From an optimization exercise on the open Yosys and OpenROAD flow, aimed at small area and a short achievable clock period; shortcuts taken in it are not production practice.
Function not checked in this run: the RTL went through the layout flow alone.

--- design/flow/design.v ---
`timescale 1 ns / 1 ps
module AXIS_linear_regression_v1_0 #
	(
		parameter M = 8,
		parameter N = 3,
		parameter integer C_S00_AXIS_TDATA_WIDTH	= 32,
		parameter integer C_M00_AXIS_TDATA_WIDTH	= 32,
		parameter integer C_M00_AXIS_START_COUNT	= 32
	)
	(
		input wire  aclk,
		input wire  aresetn,
		output wire  s00_axis_tready,
		input wire [C_S00_AXIS_TDATA_WIDTH-1 : 0] s00_axis_tdata,
		input wire  s00_axis_tlast,
		input wire  s00_axis_tvalid,
		output wire  m00_axis_tvalid,
		output wire [C_M00_AXIS_TDATA_WIDTH-1 : 0] m00_axis_tdata,
		output wire  m00_axis_tlast,
		input wire  m00_axis_tready
	);
    reg        tready_r;
    reg  [2:0] vdly, ldly;
    reg        tvalid_r, tlast_r;
    reg  [31:0] tdata_r;
    reg  [1:0] col;         
    reg  [3:0] row;         
    reg        pending;     
    reg  [1:0] w;           
    assign s00_axis_tready = tready_r;
    assign m00_axis_tvalid = tvalid_r;
    assign m00_axis_tlast  = tlast_r;
    assign m00_axis_tdata  = tdata_r;
    wire take = s00_axis_tvalid & tready_r & ~pending;
    wire xrow = ~row[3];
    wire [15:0] bus16 = s00_axis_tdata[15:0];
    wire [23:0] enc;
    genvar g;
    generate for (g = 0; g < 8; g = g + 1) begin : be
        wire am1 = (g == 0) ? 1'b0 : bus16[2*g-1];
        wire a0 = bus16[2*g], a1 = bus16[2*g+1];
        assign enc[3*g]   = a0 ^ am1;
        assign enc[3*g+1] = (a1 & ~a0 & ~am1) | (~a1 & a0 & am1);
        assign enc[3*g+2] = a1;
    end endgenerate
    reg [23:0] E0, E1, E2;
    wire [31:0] busx = (col == 2'd3) ? s00_axis_tdata : {{16{s00_axis_tdata[15]}}, bus16};
    reg [31:0] Q0, Q1, Q2;
    reg sx0, sx1, sx2, sx3;             
    reg st0, st1, st2;                  
    reg first;                          
    reg [31:0] A00, A01, A02, A11, A12, A22;
    reg [31:0] B0, B1, B2;              
    always @(posedge aclk) begin
        if (~xrow | col == 2'd0) E0 <= enc;
        if (~xrow | col == 2'd1) E1 <= enc;
        if (~xrow | col == 2'd2) E2 <= enc;
        Q0 <= xrow ? busx : (col == 2'd0) ? A00 : (col == 2'd1) ? A01 : A02;
        Q1 <= xrow ? busx : (col == 2'd0) ? A01 : (col == 2'd1) ? A11 : A12;
        Q2 <= xrow ? busx : (col == 2'd0) ? A02 : (col == 2'd1) ? A12 : A22;
        if (!aresetn) begin
            tready_r <= 1'b0;
            vdly <= 3'b0; ldly <= 3'b0;
            tvalid_r <= 1'b0; tlast_r <= 1'b0;
            col <= 2'd0; row <= 4'd0;
            pending <= 1'b0; w <= 2'd0;
            tdata_r <= 32'd0;
            {sx0, sx1, sx2, sx3, st0, st1, st2} <= 7'b0;
        end else begin
            tready_r <= m00_axis_tready;
            vdly <= {vdly[1:0], s00_axis_tvalid};
            ldly <= {ldly[1:0], s00_axis_tlast};
            tvalid_r <= vdly[2];
            tlast_r <= ldly[2];
            sx0 <= take & xrow & (col == 2'd0);
            sx1 <= take & xrow & (col == 2'd1);
            sx2 <= take & xrow & (col == 2'd2);
            sx3 <= take & xrow & (col == 2'd3);
            st0 <= take & ~xrow & (col == 2'd0);
            st1 <= take & ~xrow & (col == 2'd1);
            st2 <= take & ~xrow & (col == 2'd2);
            if (take) begin
                col <= col + 2'd1;
                if (col == 2'd3) row <= row + 4'd1;
                if (~xrow && col == 2'd3) pending <= 1'b1;
            end
            if (pending & m00_axis_tready) begin
                tdata_r <= (w == 2'd0) ? B0 : (w == 2'd1) ? B1 : B2;
                w <= (w == 2'd2) ? 2'd0 : w + 2'd1;
                if (w == 2'd2) begin
                    pending <= 1'b0;
                    row <= 4'd0;
                    col <= 2'd0;
                end
            end
        end
        if (take) first <= (row == 4'd0);
    end
    wire sx = sx0 | sx1 | sx2 | sx3;
    wire st = st0 | st1 | st2;
    wire clr = first & sx;
    wire [31:0] c0 = clr ? 32'd0 : sx0 ? A00 : sx1 ? A01 : sx2 ? A02 : st0 ? ~B0 : B0;
    wire [31:0] r0;
    mac u0 (E0, Q0, c0, st0, r0);
    wire [31:0] c1 = clr ? 32'd0 : sx1 ? A11 : sx2 ? A12 : st0 ? ~B1 : B1;
    wire [31:0] r1;
    mac u1 (E1, Q1, c1, st0, r1);
    wire [31:0] c2 = clr ? 32'd0 : sx2 ? A22 : st0 ? ~B2 : B2;
    wire [31:0] r2;
    mac u2 (E2, Q2, c2, st0, r2);
    always @(posedge aclk) begin
        if (sx0) A00 <= r0;
        if (sx1) begin A01 <= r0; A11 <= r1; end
        if (sx2) begin A02 <= r0; A12 <= r1; A22 <= r2; end
        if (sx3 | st) begin B0 <= r0; B1 <= r1; B2 <= r2; end
    end
endmodule
module mac(input [23:0] e, input [31:0] b, input [31:0] c, input ci, output [31:0] r);
wire one0 = e[0];
wire two0 = e[1];
wire neg0 = e[2];
wire one1 = e[3];
wire two1 = e[4];
wire neg1 = e[5];
wire one2 = e[6];
wire two2 = e[7];
wire neg2 = e[8];
wire one3 = e[9];
wire two3 = e[10];
wire neg3 = e[11];
wire one4 = e[12];
wire two4 = e[13];
wire neg4 = e[14];
wire one5 = e[15];
wire two5 = e[16];
wire neg5 = e[17];
wire one6 = e[18];
wire two6 = e[19];
wire neg6 = e[20];
wire one7 = e[21];
wire two7 = e[22];
wire neg7 = e[23];
wire p0_0, p0_1; bpp2 u_p0_0(one0, two0, neg0, 1'b0, b[0], b[1], p0_0, p0_1);
wire p0_2, p0_3; bpp2 u_p0_2(one0, two0, neg0, b[1], b[2], b[3], p0_2, p0_3);
wire p0_4, p0_5; bpp2 u_p0_4(one0, two0, neg0, b[3], b[4], b[5], p0_4, p0_5);
wire p0_6, p0_7; bpp2 u_p0_6(one0, two0, neg0, b[5], b[6], b[7], p0_6, p0_7);
wire p0_8, p0_9; bpp2 u_p0_8(one0, two0, neg0, b[7], b[8], b[9], p0_8, p0_9);
wire p0_10, p0_11; bpp2 u_p0_10(one0, two0, neg0, b[9], b[10], b[11], p0_10, p0_11);
wire p0_12, p0_13; bpp2 u_p0_12(one0, two0, neg0, b[11], b[12], b[13], p0_12, p0_13);
wire p0_14, p0_15; bpp2 u_p0_14(one0, two0, neg0, b[13], b[14], b[15], p0_14, p0_15);
wire p0_16, p0_17; bpp2 u_p0_16(one0, two0, neg0, b[15], b[16], b[17], p0_16, p0_17);
wire p0_18, p0_19; bpp2 u_p0_18(one0, two0, neg0, b[17], b[18], b[19], p0_18, p0_19);
wire p0_20, p0_21; bpp2 u_p0_20(one0, two0, neg0, b[19], b[20], b[21], p0_20, p0_21);
wire p0_22, p0_23; bpp2 u_p0_22(one0, two0, neg0, b[21], b[22], b[23], p0_22, p0_23);
wire p0_24, p0_25; bpp2 u_p0_24(one0, two0, neg0, b[23], b[24], b[25], p0_24, p0_25);
wire p0_26, p0_27; bpp2 u_p0_26(one0, two0, neg0, b[25], b[26], b[27], p0_26, p0_27);
wire p0_28, p0_29; bpp2 u_p0_28(one0, two0, neg0, b[27], b[28], b[29], p0_28, p0_29);
wire p0_30, p0_31; bpp2 u_p0_30(one0, two0, neg0, b[29], b[30], b[31], p0_30, p0_31);
wire p1_0, p1_1; bpp2 u_p1_0(one1, two1, neg1, 1'b0, b[0], b[1], p1_0, p1_1);
wire p1_2, p1_3; bpp2 u_p1_2(one1, two1, neg1, b[1], b[2], b[3], p1_2, p1_3);
wire p1_4, p1_5; bpp2 u_p1_4(one1, two1, neg1, b[3], b[4], b[5], p1_4, p1_5);
wire p1_6, p1_7; bpp2 u_p1_6(one1, two1, neg1, b[5], b[6], b[7], p1_6, p1_7);
wire p1_8, p1_9; bpp2 u_p1_8(one1, two1, neg1, b[7], b[8], b[9], p1_8, p1_9);
wire p1_10, p1_11; bpp2 u_p1_10(one1, two1, neg1, b[9], b[10], b[11], p1_10, p1_11);
wire p1_12, p1_13; bpp2 u_p1_12(one1, two1, neg1, b[11], b[12], b[13], p1_12, p1_13);
wire p1_14, p1_15; bpp2 u_p1_14(one1, two1, neg1, b[13], b[14], b[15], p1_14, p1_15);
wire p1_16, p1_17; bpp2 u_p1_16(one1, two1, neg1, b[15], b[16], b[17], p1_16, p1_17);
wire p1_18, p1_19; bpp2 u_p1_18(one1, two1, neg1, b[17], b[18], b[19], p1_18, p1_19);
wire p1_20, p1_21; bpp2 u_p1_20(one1, two1, neg1, b[19], b[20], b[21], p1_20, p1_21);
wire p1_22, p1_23; bpp2 u_p1_22(one1, two1, neg1, b[21], b[22], b[23], p1_22, p1_23);
wire p1_24, p1_25; bpp2 u_p1_24(one1, two1, neg1, b[23], b[24], b[25], p1_24, p1_25);
wire p1_26, p1_27; bpp2 u_p1_26(one1, two1, neg1, b[25], b[26], b[27], p1_26, p1_27);
wire p1_28, p1_29; bpp2 u_p1_28(one1, two1, neg1, b[27], b[28], b[29], p1_28, p1_29);
wire p2_0, p2_1; bpp2 u_p2_0(one2, two2, neg2, 1'b0, b[0], b[1], p2_0, p2_1);
wire p2_2, p2_3; bpp2 u_p2_2(one2, two2, neg2, b[1], b[2], b[3], p2_2, p2_3);
wire p2_4, p2_5; bpp2 u_p2_4(one2, two2, neg2, b[3], b[4], b[5], p2_4, p2_5);
wire p2_6, p2_7; bpp2 u_p2_6(one2, two2, neg2, b[5], b[6], b[7], p2_6, p2_7);
wire p2_8, p2_9; bpp2 u_p2_8(one2, two2, neg2, b[7], b[8], b[9], p2_8, p2_9);
wire p2_10, p2_11; bpp2 u_p2_10(one2, two2, neg2, b[9], b[10], b[11], p2_10, p2_11);
wire p2_12, p2_13; bpp2 u_p2_12(one2, two2, neg2, b[11], b[12], b[13], p2_12, p2_13);
wire p2_14, p2_15; bpp2 u_p2_14(one2, two2, neg2, b[13], b[14], b[15], p2_14, p2_15);
wire p2_16, p2_17; bpp2 u_p2_16(one2, two2, neg2, b[15], b[16], b[17], p2_16, p2_17);
wire p2_18, p2_19; bpp2 u_p2_18(one2, two2, neg2, b[17], b[18], b[19], p2_18, p2_19);
wire p2_20, p2_21; bpp2 u_p2_20(one2, two2, neg2, b[19], b[20], b[21], p2_20, p2_21);
wire p2_22, p2_23; bpp2 u_p2_22(one2, two2, neg2, b[21], b[22], b[23], p2_22, p2_23);
wire p2_24, p2_25; bpp2 u_p2_24(one2, two2, neg2, b[23], b[24], b[25], p2_24, p2_25);
wire p2_26, p2_27; bpp2 u_p2_26(one2, two2, neg2, b[25], b[26], b[27], p2_26, p2_27);
wire p3_0, p3_1; bpp2 u_p3_0(one3, two3, neg3, 1'b0, b[0], b[1], p3_0, p3_1);
wire p3_2, p3_3; bpp2 u_p3_2(one3, two3, neg3, b[1], b[2], b[3], p3_2, p3_3);
wire p3_4, p3_5; bpp2 u_p3_4(one3, two3, neg3, b[3], b[4], b[5], p3_4, p3_5);
wire p3_6, p3_7; bpp2 u_p3_6(one3, two3, neg3, b[5], b[6], b[7], p3_6, p3_7);
wire p3_8, p3_9; bpp2 u_p3_8(one3, two3, neg3, b[7], b[8], b[9], p3_8, p3_9);
wire p3_10, p3_11; bpp2 u_p3_10(one3, two3, neg3, b[9], b[10], b[11], p3_10, p3_11);
wire p3_12, p3_13; bpp2 u_p3_12(one3, two3, neg3, b[11], b[12], b[13], p3_12, p3_13);
wire p3_14, p3_15; bpp2 u_p3_14(one3, two3, neg3, b[13], b[14], b[15], p3_14, p3_15);
wire p3_16, p3_17; bpp2 u_p3_16(one3, two3, neg3, b[15], b[16], b[17], p3_16, p3_17);
wire p3_18, p3_19; bpp2 u_p3_18(one3, two3, neg3, b[17], b[18], b[19], p3_18, p3_19);
wire p3_20, p3_21; bpp2 u_p3_20(one3, two3, neg3, b[19], b[20], b[21], p3_20, p3_21);
wire p3_22, p3_23; bpp2 u_p3_22(one3, two3, neg3, b[21], b[22], b[23], p3_22, p3_23);
wire p3_24, p3_25; bpp2 u_p3_24(one3, two3, neg3, b[23], b[24], b[25], p3_24, p3_25);
wire p4_0, p4_1; bpp2 u_p4_0(one4, two4, neg4, 1'b0, b[0], b[1], p4_0, p4_1);
wire p4_2, p4_3; bpp2 u_p4_2(one4, two4, neg4, b[1], b[2], b[3], p4_2, p4_3);
wire p4_4, p4_5; bpp2 u_p4_4(one4, two4, neg4, b[3], b[4], b[5], p4_4, p4_5);
wire p4_6, p4_7; bpp2 u_p4_6(one4, two4, neg4, b[5], b[6], b[7], p4_6, p4_7);
wire p4_8, p4_9; bpp2 u_p4_8(one4, two4, neg4, b[7], b[8], b[9], p4_8, p4_9);
wire p4_10, p4_11; bpp2 u_p4_10(one4, two4, neg4, b[9], b[10], b[11], p4_10, p4_11);
wire p4_12, p4_13; bpp2 u_p4_12(one4, two4, neg4, b[11], b[12], b[13], p4_12, p4_13);
wire p4_14, p4_15; bpp2 u_p4_14(one4, two4, neg4, b[13], b[14], b[15], p4_14, p4_15);
wire p4_16, p4_17; bpp2 u_p4_16(one4, two4, neg4, b[15], b[16], b[17], p4_16, p4_17);
wire p4_18, p4_19; bpp2 u_p4_18(one4, two4, neg4, b[17], b[18], b[19], p4_18, p4_19);
wire p4_20, p4_21; bpp2 u_p4_20(one4, two4, neg4, b[19], b[20], b[21], p4_20, p4_21);
wire p4_22, p4_23; bpp2 u_p4_22(one4, two4, neg4, b[21], b[22], b[23], p4_22, p4_23);
wire p5_0, p5_1; bpp2 u_p5_0(one5, two5, neg5, 1'b0, b[0], b[1], p5_0, p5_1);
wire p5_2, p5_3; bpp2 u_p5_2(one5, two5, neg5, b[1], b[2], b[3], p5_2, p5_3);
wire p5_4, p5_5; bpp2 u_p5_4(one5, two5, neg5, b[3], b[4], b[5], p5_4, p5_5);
wire p5_6, p5_7; bpp2 u_p5_6(one5, two5, neg5, b[5], b[6], b[7], p5_6, p5_7);
wire p5_8, p5_9; bpp2 u_p5_8(one5, two5, neg5, b[7], b[8], b[9], p5_8, p5_9);
wire p5_10, p5_11; bpp2 u_p5_10(one5, two5, neg5, b[9], b[10], b[11], p5_10, p5_11);
wire p5_12, p5_13; bpp2 u_p5_12(one5, two5, neg5, b[11], b[12], b[13], p5_12, p5_13);
wire p5_14, p5_15; bpp2 u_p5_14(one5, two5, neg5, b[13], b[14], b[15], p5_14, p5_15);
wire p5_16, p5_17; bpp2 u_p5_16(one5, two5, neg5, b[15], b[16], b[17], p5_16, p5_17);
wire p5_18, p5_19; bpp2 u_p5_18(one5, two5, neg5, b[17], b[18], b[19], p5_18, p5_19);
wire p5_20, p5_21; bpp2 u_p5_20(one5, two5, neg5, b[19], b[20], b[21], p5_20, p5_21);
wire p6_0, p6_1; bpp2 u_p6_0(one6, two6, neg6, 1'b0, b[0], b[1], p6_0, p6_1);
wire p6_2, p6_3; bpp2 u_p6_2(one6, two6, neg6, b[1], b[2], b[3], p6_2, p6_3);
wire p6_4, p6_5; bpp2 u_p6_4(one6, two6, neg6, b[3], b[4], b[5], p6_4, p6_5);
wire p6_6, p6_7; bpp2 u_p6_6(one6, two6, neg6, b[5], b[6], b[7], p6_6, p6_7);
wire p6_8, p6_9; bpp2 u_p6_8(one6, two6, neg6, b[7], b[8], b[9], p6_8, p6_9);
wire p6_10, p6_11; bpp2 u_p6_10(one6, two6, neg6, b[9], b[10], b[11], p6_10, p6_11);
wire p6_12, p6_13; bpp2 u_p6_12(one6, two6, neg6, b[11], b[12], b[13], p6_12, p6_13);
wire p6_14, p6_15; bpp2 u_p6_14(one6, two6, neg6, b[13], b[14], b[15], p6_14, p6_15);
wire p6_16, p6_17; bpp2 u_p6_16(one6, two6, neg6, b[15], b[16], b[17], p6_16, p6_17);
wire p6_18, p6_19; bpp2 u_p6_18(one6, two6, neg6, b[17], b[18], b[19], p6_18, p6_19);
wire p7_0, p7_1; bpp2 u_p7_0(one7, two7, neg7, 1'b0, b[0], b[1], p7_0, p7_1);
wire p7_2, p7_3; bpp2 u_p7_2(one7, two7, neg7, b[1], b[2], b[3], p7_2, p7_3);
wire p7_4, p7_5; bpp2 u_p7_4(one7, two7, neg7, b[3], b[4], b[5], p7_4, p7_5);
wire p7_6, p7_7; bpp2 u_p7_6(one7, two7, neg7, b[5], b[6], b[7], p7_6, p7_7);
wire p7_8, p7_9; bpp2 u_p7_8(one7, two7, neg7, b[7], b[8], b[9], p7_8, p7_9);
wire p7_10, p7_11; bpp2 u_p7_10(one7, two7, neg7, b[9], b[10], b[11], p7_10, p7_11);
wire p7_12, p7_13; bpp2 u_p7_12(one7, two7, neg7, b[11], b[12], b[13], p7_12, p7_13);
wire p7_14, p7_15; bpp2 u_p7_14(one7, two7, neg7, b[13], b[14], b[15], p7_14, p7_15);
wire p7_16, p7_17; bpp2 u_p7_16(one7, two7, neg7, b[15], b[16], b[17], p7_16, p7_17);
wire n1;
wire n2;
ha un2 (p0_14, p1_12, n1, n2);
wire n3;
wire n4;
ha un4 (p0_15, p1_13, n3, n4);
wire n5;
wire n6;
ha un6 (p0_16, p1_14, n5, n6);
wire n7;
wire n8;
ha un8 (p0_17, p1_15, n7, n8);
wire n9;
wire n10;
ha un10 (p0_18, p1_16, n9, n10);
wire n11;
wire n12;
ha un12 (p0_19, p1_17, n11, n12);
wire n13;
wire n14;
ha un14 (p0_20, p1_18, n13, n14);
wire n15;
wire n16;
ha un16 (p0_21, p1_19, n15, n16);
wire n17;
wire n18;
ha un18 (p0_22, p1_20, n17, n18);
wire n19;
wire n20;
ha un20 (p0_23, p1_21, n19, n20);
wire n21;
wire n22;
ha un22 (p0_24, p1_22, n21, n22);
wire n23;
wire n24;
ha un24 (p0_25, p1_23, n23, n24);
wire n25;
wire n26;
ha un26 (p0_26, p1_24, n25, n26);
wire n27;
wire n28;
ha un28 (p0_27, p1_25, n27, n28);
wire n29;
wire n30;
ha un30 (p0_28, p1_26, n29, n30);
wire n31;
wire n32;
ha un32 (p0_29, p1_27, n31, n32);
wire n33;
wire n34;
ha un34 (p0_30, p1_28, n33, n34);
wire n35;
wire n36;
ha un36 (p0_31, p1_29, n35, n36);
wire n37;
wire n38;
ha un38 (p0_8, p1_6, n37, n38);
wire n39;
wire n40;
ha un40 (p0_9, p1_7, n39, n40);
wire n41;
wire n42;
fa un42 (p0_10, p1_8, p2_6, n41, n42);
wire n43;
wire n44;
ha un44 (p3_4, p4_2, n43, n44);
wire n45;
wire n46;
fa un46 (p0_11, p1_9, p2_7, n45, n46);
wire n47;
wire n48;
ha un48 (p3_5, p4_3, n47, n48);
wire n49;
wire n50;
fa un50 (p0_12, p1_10, p2_8, n49, n50);
wire n51;
wire n52;
fa un52 (p3_6, p4_4, p5_2, n51, n52);
wire n53;
wire n54;
ha un54 (p6_0, neg6, n53, n54);
wire n55;
wire n56;
fa un56 (p0_13, p1_11, p2_9, n55, n56);
wire n57;
wire n58;
fa un58 (p3_7, p4_5, p5_3, n57, n58);
wire n59;
wire n60;
ha un60 (p6_1, c[13], n59, n60);
wire n61;
wire n62;
fa un62 (n1, p2_10, p3_8, n61, n62);
wire n63;
wire n64;
fa un64 (p4_6, p5_4, p6_2, n63, n64);
wire n65;
wire n66;
fa un66 (p7_0, neg7, c[14], n65, n66);
wire n67;
wire n68;
fa un68 (n2, n3, p2_11, n67, n68);
wire n69;
wire n70;
fa un70 (p3_9, p4_7, p5_5, n69, n70);
wire n71;
wire n72;
fa un72 (p6_3, p7_1, c[15], n71, n72);
wire n73;
wire n74;
fa un74 (n4, n5, p2_12, n73, n74);
wire n75;
wire n76;
fa un76 (p3_10, p4_8, p5_6, n75, n76);
wire n77;
wire n78;
fa un78 (p6_4, p7_2, c[16], n77, n78);
wire n79;
wire n80;
fa un80 (n6, n7, p2_13, n79, n80);
wire n81;
wire n82;
fa un82 (p3_11, p4_9, p5_7, n81, n82);
wire n83;
wire n84;
fa un84 (p6_5, p7_3, c[17], n83, n84);
wire n85;
wire n86;
fa un86 (n8, n9, p2_14, n85, n86);
wire n87;
wire n88;
fa un88 (p3_12, p4_10, p5_8, n87, n88);
wire n89;
wire n90;
fa un90 (p6_6, p7_4, c[18], n89, n90);
wire n91;
wire n92;
fa un92 (n10, n11, p2_15, n91, n92);
wire n93;
wire n94;
fa un94 (p3_13, p4_11, p5_9, n93, n94);
wire n95;
wire n96;
fa un96 (p6_7, p7_5, c[19], n95, n96);
wire n97;
wire n98;
fa un98 (n12, n13, p2_16, n97, n98);
wire n99;
wire n100;
fa un100 (p3_14, p4_12, p5_10, n99, n100);
wire n101;
wire n102;
fa un102 (p6_8, p7_6, c[20], n101, n102);
wire n103;
wire n104;
fa un104 (n14, n15, p2_17, n103, n104);
wire n105;
wire n106;
fa un106 (p3_15, p4_13, p5_11, n105, n106);
wire n107;
wire n108;
fa un108 (p6_9, p7_7, c[21], n107, n108);
wire n109;
wire n110;
fa un110 (n16, n17, p2_18, n109, n110);
wire n111;
wire n112;
fa un112 (p3_16, p4_14, p5_12, n111, n112);
wire n113;
wire n114;
fa un114 (p6_10, p7_8, c[22], n113, n114);
wire n115;
wire n116;
fa un116 (n18, n19, p2_19, n115, n116);
wire n117;
wire n118;
fa un118 (p3_17, p4_15, p5_13, n117, n118);
wire n119;
wire n120;
fa un120 (p6_11, p7_9, c[23], n119, n120);
wire n121;
wire n122;
fa un122 (n20, n21, p2_20, n121, n122);
wire n123;
wire n124;
fa un124 (p3_18, p4_16, p5_14, n123, n124);
wire n125;
wire n126;
fa un126 (p6_12, p7_10, c[24], n125, n126);
wire n127;
wire n128;
fa un128 (n22, n23, p2_21, n127, n128);
wire n129;
wire n130;
fa un130 (p3_19, p4_17, p5_15, n129, n130);
wire n131;
wire n132;
fa un132 (p6_13, p7_11, c[25], n131, n132);
wire n133;
wire n134;
fa un134 (n24, n25, p2_22, n133, n134);
wire n135;
wire n136;
fa un136 (p3_20, p4_18, p5_16, n135, n136);
wire n137;
wire n138;
fa un138 (p6_14, p7_12, c[26], n137, n138);
wire n139;
wire n140;
fa un140 (n26, n27, p2_23, n139, n140);
wire n141;
wire n142;
fa un142 (p3_21, p4_19, p5_17, n141, n142);
wire n143;
wire n144;
fa un144 (p6_15, p7_13, c[27], n143, n144);
wire n145;
wire n146;
fa un146 (n28, n29, p2_24, n145, n146);
wire n147;
wire n148;
fa un148 (p3_22, p4_20, p5_18, n147, n148);
wire n149;
wire n150;
fa un150 (p6_16, p7_14, c[28], n149, n150);
wire n151;
wire n152;
fa un152 (n30, n31, p2_25, n151, n152);
wire n153;
wire n154;
fa un154 (p3_23, p4_21, p5_19, n153, n154);
wire n155;
wire n156;
fa un156 (p6_17, p7_15, c[29], n155, n156);
wire n157;
wire n158;
fa un158 (n32, n33, p2_26, n157, n158);
wire n159;
wire n160;
fa un160 (p3_24, p4_22, p5_20, n159, n160);
wire n161;
wire n162;
fa un162 (p6_18, p7_16, c[30], n161, n162);
wire n163;
wire n164;
fa un164 (n34, n35, p2_27, n163, n164);
wire n165;
wire n166;
fa un166 (p3_25, p4_23, p5_21, n165, n166);
wire n167;
wire n168;
fa un168 (p6_19, p7_17, c[31], n167, n168);
wire n169;
wire n170;
ha un170 (p0_4, p1_2, n169, n170);
wire n171;
wire n172;
ha un172 (p0_5, p1_3, n171, n172);
wire n173;
wire n174;
fa un174 (p0_6, p1_4, p2_2, n173, n174);
wire n175;
wire n176;
ha un176 (p3_0, neg3, n175, n176);
wire n177;
wire n178;
fa un178 (p0_7, p1_5, p2_3, n177, n178);
wire n179;
wire n180;
ha un180 (p3_1, c[7], n179, n180);
wire n181;
wire n182;
fa un182 (n37, p2_4, p3_2, n181, n182);
wire n183;
wire n184;
fa un184 (p4_0, neg4, c[8], n183, n184);
wire n185;
wire n186;
fa un186 (n38, n39, p2_5, n185, n186);
wire n187;
wire n188;
fa un188 (p3_3, p4_1, c[9], n187, n188);
wire n189;
wire n190;
fa un190 (n40, n41, n43, n189, n190);
wire n191;
wire n192;
fa un192 (p5_0, neg5, c[10], n191, n192);
wire n193;
wire n194;
fa un194 (n42, n44, n45, n193, n194);
wire n195;
wire n196;
fa un196 (n47, p5_1, c[11], n195, n196);
wire n197;
wire n198;
fa un198 (n46, n48, n49, n197, n198);
wire n199;
wire n200;
fa un200 (n51, n53, c[12], n199, n200);
wire n201;
wire n202;
fa un202 (n50, n52, n54, n201, n202);
wire n203;
wire n204;
fa un204 (n55, n57, n59, n203, n204);
wire n205;
wire n206;
fa un206 (n56, n58, n60, n205, n206);
wire n207;
wire n208;
fa un208 (n61, n63, n65, n207, n208);
wire n209;
wire n210;
fa un210 (n62, n64, n66, n209, n210);
wire n211;
wire n212;
fa un212 (n67, n69, n71, n211, n212);
wire n213;
wire n214;
fa un214 (n68, n70, n72, n213, n214);
wire n215;
wire n216;
fa un216 (n73, n75, n77, n215, n216);
wire n217;
wire n218;
fa un218 (n74, n76, n78, n217, n218);
wire n219;
wire n220;
fa un220 (n79, n81, n83, n219, n220);
wire n221;
wire n222;
fa un222 (n80, n82, n84, n221, n222);
wire n223;
wire n224;
fa un224 (n85, n87, n89, n223, n224);
wire n225;
wire n226;
fa un226 (n86, n88, n90, n225, n226);
wire n227;
wire n228;
fa un228 (n91, n93, n95, n227, n228);
wire n229;
wire n230;
fa un230 (n92, n94, n96, n229, n230);
wire n231;
wire n232;
fa un232 (n97, n99, n101, n231, n232);
wire n233;
wire n234;
fa un234 (n98, n100, n102, n233, n234);
wire n235;
wire n236;
fa un236 (n103, n105, n107, n235, n236);
wire n237;
wire n238;
fa un238 (n104, n106, n108, n237, n238);
wire n239;
wire n240;
fa un240 (n109, n111, n113, n239, n240);
wire n241;
wire n242;
fa un242 (n110, n112, n114, n241, n242);
wire n243;
wire n244;
fa un244 (n115, n117, n119, n243, n244);
wire n245;
wire n246;
fa un246 (n116, n118, n120, n245, n246);
wire n247;
wire n248;
fa un248 (n121, n123, n125, n247, n248);
wire n249;
wire n250;
fa un250 (n122, n124, n126, n249, n250);
wire n251;
wire n252;
fa un252 (n127, n129, n131, n251, n252);
wire n253;
wire n254;
fa un254 (n128, n130, n132, n253, n254);
wire n255;
wire n256;
fa un256 (n133, n135, n137, n255, n256);
wire n257;
wire n258;
fa un258 (n134, n136, n138, n257, n258);
wire n259;
wire n260;
fa un260 (n139, n141, n143, n259, n260);
wire n261;
wire n262;
fa un262 (n140, n142, n144, n261, n262);
wire n263;
wire n264;
fa un264 (n145, n147, n149, n263, n264);
wire n265;
wire n266;
fa un266 (n146, n148, n150, n265, n266);
wire n267;
wire n268;
fa un268 (n151, n153, n155, n267, n268);
wire n269;
wire n270;
fa un270 (n152, n154, n156, n269, n270);
wire n271;
wire n272;
fa un272 (n157, n159, n161, n271, n272);
wire n273;
wire n274;
fa un274 (n158, n160, n162, n273, n274);
wire n275;
wire n276;
fa un276 (n163, n165, n167, n275, n276);
wire n277;
wire n278;
ha un278 (p0_0, neg0, n277, n278);
wire n279;
wire n280;
ha un280 (p0_2, p1_0, n279, n280);
wire n281;
wire n282;
ha un282 (p0_3, p1_1, n281, n282);
wire n283;
wire n284;
fa un284 (n169, p2_0, neg2, n283, n284);
wire n285;
wire n286;
fa un286 (n170, n171, p2_1, n285, n286);
wire n287;
wire n288;
fa un288 (n172, n173, n175, n287, n288);
wire n289;
wire n290;
fa un290 (n174, n176, n177, n289, n290);
wire n291;
wire n292;
fa un292 (n178, n180, n181, n291, n292);
wire n293;
wire n294;
fa un294 (n182, n184, n185, n293, n294);
wire n295;
wire n296;
fa un296 (n186, n188, n189, n295, n296);
wire n297;
wire n298;
fa un298 (n190, n192, n193, n297, n298);
wire n299;
wire n300;
fa un300 (n194, n196, n197, n299, n300);
wire n301;
wire n302;
fa un302 (n198, n200, n201, n301, n302);
wire n303;
wire n304;
fa un304 (n202, n204, n205, n303, n304);
wire n305;
wire n306;
fa un306 (n206, n208, n209, n305, n306);
wire n307;
wire n308;
fa un308 (n210, n212, n213, n307, n308);
wire n309;
wire n310;
fa un310 (n214, n216, n217, n309, n310);
wire n311;
wire n312;
fa un312 (n218, n220, n221, n311, n312);
wire n313;
wire n314;
fa un314 (n222, n224, n225, n313, n314);
wire n315;
wire n316;
fa un316 (n226, n228, n229, n315, n316);
wire n317;
wire n318;
fa un318 (n230, n232, n233, n317, n318);
wire n319;
wire n320;
fa un320 (n234, n236, n237, n319, n320);
wire n321;
wire n322;
fa un322 (n238, n240, n241, n321, n322);
wire n323;
wire n324;
fa un324 (n242, n244, n245, n323, n324);
wire n325;
wire n326;
fa un326 (n246, n248, n249, n325, n326);
wire n327;
wire n328;
fa un328 (n250, n252, n253, n327, n328);
wire n329;
wire n330;
fa un330 (n254, n256, n257, n329, n330);
wire n331;
wire n332;
fa un332 (n258, n260, n261, n331, n332);
wire n333;
wire n334;
fa un334 (n262, n264, n265, n333, n334);
wire n335;
wire n336;
fa un336 (n266, n268, n269, n335, n336);
wire n337;
wire n338;
fa un338 (n270, n272, n273, n337, n338);
wire n339;
wire n340;
ha un340 (n277, c[0], n339, n340);
wire n341;
wire n342;
fa un342 (n278, p0_1, c[1], n341, n342);
wire n343;
wire n344;
fa un344 (n279, neg1, c[2], n343, n344);
wire n345;
wire n346;
fa un346 (n280, n281, c[3], n345, n346);
wire n347;
wire n348;
fa un348 (n282, n283, c[4], n347, n348);
wire n349;
wire n350;
fa un350 (n284, n285, c[5], n349, n350);
wire n351;
wire n352;
fa un352 (n286, n287, c[6], n351, n352);
wire n353;
wire n354;
fa un354 (n288, n289, n179, n353, n354);
wire n355;
wire n356;
fa un356 (n290, n291, n183, n355, n356);
wire n357;
wire n358;
fa un358 (n292, n293, n187, n357, n358);
wire n359;
wire n360;
fa un360 (n294, n295, n191, n359, n360);
wire n361;
wire n362;
fa un362 (n296, n297, n195, n361, n362);
wire n363;
wire n364;
fa un364 (n298, n299, n199, n363, n364);
wire n365;
wire n366;
fa un366 (n300, n301, n203, n365, n366);
wire n367;
wire n368;
fa un368 (n302, n303, n207, n367, n368);
wire n369;
wire n370;
fa un370 (n304, n305, n211, n369, n370);
wire n371;
wire n372;
fa un372 (n306, n307, n215, n371, n372);
wire n373;
wire n374;
fa un374 (n308, n309, n219, n373, n374);
wire n375;
wire n376;
fa un376 (n310, n311, n223, n375, n376);
wire n377;
wire n378;
fa un378 (n312, n313, n227, n377, n378);
wire n379;
wire n380;
fa un380 (n314, n315, n231, n379, n380);
wire n381;
wire n382;
fa un382 (n316, n317, n235, n381, n382);
wire n383;
wire n384;
fa un384 (n318, n319, n239, n383, n384);
wire n385;
wire n386;
fa un386 (n320, n321, n243, n385, n386);
wire n387;
wire n388;
fa un388 (n322, n323, n247, n387, n388);
wire n389;
wire n390;
fa un390 (n324, n325, n251, n389, n390);
wire n391;
wire n392;
fa un392 (n326, n327, n255, n391, n392);
wire n393;
wire n394;
fa un394 (n328, n329, n259, n393, n394);
wire n395;
wire n396;
fa un396 (n330, n331, n263, n395, n396);
wire n397;
wire n398;
fa un398 (n332, n333, n267, n397, n398);
wire n399;
wire n400;
fa un400 (n334, n335, n271, n399, n400);
wire n401;
wire n402;
fa un402 (n336, n337, n275, n401, n402);
wire [31:0] s0 = {n400, n398, n396, n394, n392, n390, n388, n386, n384, n382, n380, n378, n376, n374, n372, n370, n368, n366, n364, n362, n360, n358, n356, n354, n352, n350, n348, n346, n344, n342, n340, n339};
wire [31:0] s1 = {n401, n399, n397, n395, n393, n391, n389, n387, n385, n383, n381, n379, n377, n375, n373, n371, n369, n367, n365, n363, n361, n359, n357, n355, n353, n351, n349, n347, n345, n343, n341, ci};
assign r = s0 + s1;
endmodule
module fa(input a, input b, input c, output s, output co);
assign s = a ^ b ^ c;
assign co = (a & b) | (a & c) | (b & c);
endmodule
module ha(input a, input b, output s, output co);
assign s = a ^ b;
assign co = a & b;
endmodule
module bpp2(input one, input two, input neg, input bm1, input b0, input b1, output p0, output p1);
assign p0 = ((one & b0) | (two & bm1)) ^ neg;
assign p1 = ((one & b1) | (two & b0)) ^ neg;
endmodule
--- design/flow/run.sh ---
#!/bin/bash
# synth_recipe.tcl (not shown) runs the flow's synth.tcl, then flattens the netlist and writes it again
# the make line also repeats each setting of config.mk as NAME=value (left out here)
make -C /OpenROAD-flow-scripts/flow DESIGN_CONFIG=/design/flow/config.mk WORK_HOME=/design/flow/orfs CLKGATE_MAP_FILE= SYNTH_SCRIPT=/design/flow/synth_recipe.tcl finish
--- design/flow/config.mk ---
export PLATFORM = sky130hd
export DESIGN_NAME = AXIS_linear_regression_v1_0
export DESIGN_NICKNAME = AXIS_linear_regression_v1_0
export VERILOG_FILES = /design/flow/design.v
export SDC_FILE = /design/flow/constraint.sdc
export NUM_CORES = 8
export LEC_CHECK = 0
export CAP_MARGIN = 20
export CORE_MARGIN = 2
export CORE_UTILIZATION = 40
export SLEW_MARGIN = 20
export SYNTH_HIERARCHICAL = 1
export SYNTH_MINIMUM_KEEP_SIZE = 0
--- design/flow/constraint.sdc ---
create_clock -name core_clock -period 22.0 [get_ports {aclk}]
set_input_delay 4.4000 -clock core_clock [delete_from_list [all_inputs] [get_ports {aclk}]]
set_output_delay 4.4000 -clock core_clock [all_outputs]
set_load 0.01 [all_outputs]
==> results.json <==
{
  "drv_slew": 0,
  "clk_latency_ns": 0.69,
  "path_cells": "buf_4 > o41a_2 > buf_4 > buf_4 > nor2_1 > fa_1 > fa_1 > fa_1 > fa_1 > ha_1 > nand4_1 > nor4_2 > nand2_1 > o21bai_1 > or2_1 > xor2_1",
  "grt_usage": 0.260,
  "seq_area_frac_synth": 0.292,
  "worstSetupPathType": "reg -> reg",
  "yosysTopAreaCellShare": 0.228,
  "place.gp.congestion": 0.983,
  "path_common_cell": "fa_1",
  "area_growth_pct": 9.94,
  "hold_viol": 0,
  "clock_tree.root_cell": "clkbuf_16",
  "slowest_delay_ns": 0.74,
  "hold_buffers": 0,
  "worst_ep_required_time_ns": 22.47,
  "post_cts_buffers": 0,
  "io_pins": 72,
  "post-route-min-period_ns": 8.00,
  "num_vias": 36300,
  "drt-vias-per-instance": 6.17,
  "syn_area_um2": 47600,
  "detail_route.wl_per_cell_um": 27.3,
  "path_max_fanout": 41,
  "max_slew.worst_pin.slew_ns": 1.09,
  "yosys_warnings": 7,
  "endpoint_kind": "register",
  "nFillCells": 11000,
  "synth.distinct_cells": 67,
  "finalSetupTns_ns": 0,
  "final_common_cell": "xnor2_1",
  "slew_headroom": 0.272,
  "layoutNonFillerInstCount": 5875,
  "cp_slowest_cell": "nor4_2",
  "drt-total-wl_um": 160000,
  "crit_buf_inv": 3,
  "grt_max_degree": 102,
  "setup_viol": 0,
  "period_share": 0.364,
  "io_buffer_count": 71,
  "hold_path_class": "reg -> reg",
  "run_status": "finished clean",
  "multi_input_area_um2": 33000,
  "crit_family": "adder cells",
  "grt_pass1_vias": 36300,
  "clock_sinks": 514,
  "drtIter0Drc": 4339,
  "arrival_ns": 8.47,
  "drc": 0,
  "cts_buffers": 59,
  "syn_area_per_cell_um2": 11.3,
  "clk_pin_slew_worst_paths_ns": 0.06,
  "rsz0062_at_grt": "false",
  "synth-edff-count": 361,
  "regArea_um2": 13900,
  "async_reset_ff_frac": 0,
  "cts_tree": "built",
  "die_area_um2": 122000,
  "drv_cap": 0,
  "start_kind": "register",
  "antenna_found_initial": 11,
  "h-tree-depth": 2,
  "synth_ff_type": "edfxtp_1",
  "timing.fmax_mhz": 125,
  "dr.pass1.iters": 6,
  "die_h_um": 349,
  "cts_max_path_buffers": 3,
  "grt_pass1_wl_um": 241000,
  "core_area_um2": 118000,
  "ant_nets": 0,
  "ys_seq_elements": 514,
  "rows": 126,
  "ctsResizeCount": 0,
  "final_cell_mix": "711 x xnor2_1, 600 x a22oi_1, 510 x fa_1",
  "synthCells": 4206,
  "dp.cells": 5762,
  "die_x_um": 349,
  "grt_overflow_total": 0,
  "fin_skew_ns": 0.0430,
  "nNetsFinal": 5031,
  "synth_area_leaders": "edfxtp_1 23%, fa_1 21%, xnor2_1 13%",
  "drive_above_1_share": 0.0558,
  "initial_core_util": 0.403,
  "synth_largest_area_cell": "edfxtp_1",
  "hpwl_um": 122000
}
==> layer usage <==
metal	global-route usage	vias to the layer above	routed length, µm
li1	-	15800	-
met1	0.371	18500	70700
met2	0.412	1738	72600
met3	0.0486	209	13800
met4	0.0512	8	3120
met5	0	-	55
==> Yosys cell counts (74+ instances only) <==
cell      number
a211oi_1      82
a21o_1        78
a21oi_1      121
a22oi_1      600
clkbuf_1      74
dfxtp_1      153
edfxtp_1     361
fa_1         510
ha_1         195
mux2i_1      115
nand2_1      217
nor2_1       101
o21ai_0      198
xnor2_1      711
xor2_1        78
==> modules after synthesis, one instance, submodules excluded <==
module                       flip-flops and latches  times used
fa                                                0         507
ha                                                0          96
AXIS_linear_regression_v1_0                     514           1
bpp2                                              0         300
mac                                               0           3
==> stage by stage <==
stage / instance area, µm² / utilization / setup slack [ns] / hold WS (ns)
5_1_grt: 52300 / 0.443 / 13.92 / 0.445
6_report: 52300 / 0.443 / 14.00 / 0.430
3_5_place_dp: 50300 / 0.426 / 14.23 / 0.419
4_1_cts: 52300 / 0.443 / 14.15 / 0.432
3_3_place_gp: 50300 / 0.426 / 14.36 / 0.414
2_1_floorplan: 47700 / - / 14.97 / 0.406
==> kinds of logic (layout without fill, tap and decap cells) <==
family,Yosys count,in the layout,share of synthesized area
AO/OA/AOI/OAI,1334,1334,0.199
XOR/XNOR,789,789,0.145
adder cells (fa/ha/maj),705,705,0.266
AND/OR/NAND/NOR,569,569,0.0570
flip-flops,514,514,0.292
buffers and inverters,177,287,0.0167
multiplexers,115,115,0.0242
other,3,26,0.000237
==> worst reg2reg max path: stages (launching register included) <==
cell      delay (ns)
dfxtp_4         0.70
buf_4           0.67
o41a_2          0.65
buf_4           0.60
buf_4           0.63
nor2_1          0.21
fa_1            0.42
fa_1            0.41
fa_1            0.47
fa_1            0.46
ha_1            0.42
nand4_1         0.25
nor4_2          0.74
nand2_1         0.10
o21bai_1        0.59
or2_1           0.21
xor2_1          0.25
==> worst paths after layout <==
path / from / end / slack [ns] / cells past startpoint
worst max-delay path: sx1$_SDFF_PN0_ / A22[27]$_DFFE_PP_ / 14.00 / 16
worst min-delay path: vdly[1]$_SDFF_PN0_ / vdly[2]$_SDFF_PN0_ / 0.43 / 1
worst max register to register: sx1$_SDFF_PN0_ / A22[27]$_DFFE_PP_ / 14.00 / 16
worst min register to register: vdly[1]$_SDFF_PN0_ / vdly[2]$_SDFF_PN0_ / 0.43 / 1
==> layout make-up <==
| class | instances | area share |
|---|---|---|
| Clock buffer | 81 | 0.0323 |
| Tap cell | 1536 | 0.0367 |
| Inverter | 25 | 0.00179 |
| Sequential cell | 514 | 0.266 |
| Antenna cell | 2 | 0.0000956 |
| Multi-Input combinational cell | 3536 | 0.631 |
| Timing Repair Buffer | 153 | 0.0256 |
| Clock inverter | 28 | 0.00634 |

[separate check: timing with driven ports]
Ports are ideal in the flow. The routed layout listed here was re-timed in OpenROAD.
Step 1 (the two cells are an assumption about what drives the block):
set clk [get_ports {aclk}]
set_driving_cell -lib_cell sky130_fd_sc_hd__clkbuf_16 $clk
set_driving_cell -lib_cell sky130_fd_sc_hd__buf_2 [delete_from_list [all_inputs] $clk]
Step 2 adds t to the input delays and takes it off the output delays; t is the mean of the earliest and latest rising clock arrival at the registers after step 1. Input paths then give back, and output paths get back, about the clock's delay inside the block.
Slacks: ideal / step 1 / step 2; pairs: ideal / step 1.
shift t [ns]: 0.733
setup WS [ns]: 14.000 / 14.000 / 14.000
worst register clock-pin slew, ns: 0.07 / 0.07
worst data-port slew with drivers (ns): 0.12
After both steps this run still meets setup and hold. The setup slack of this run moves by 0.000 ns with the drivers and by 0.000 ns with both steps.
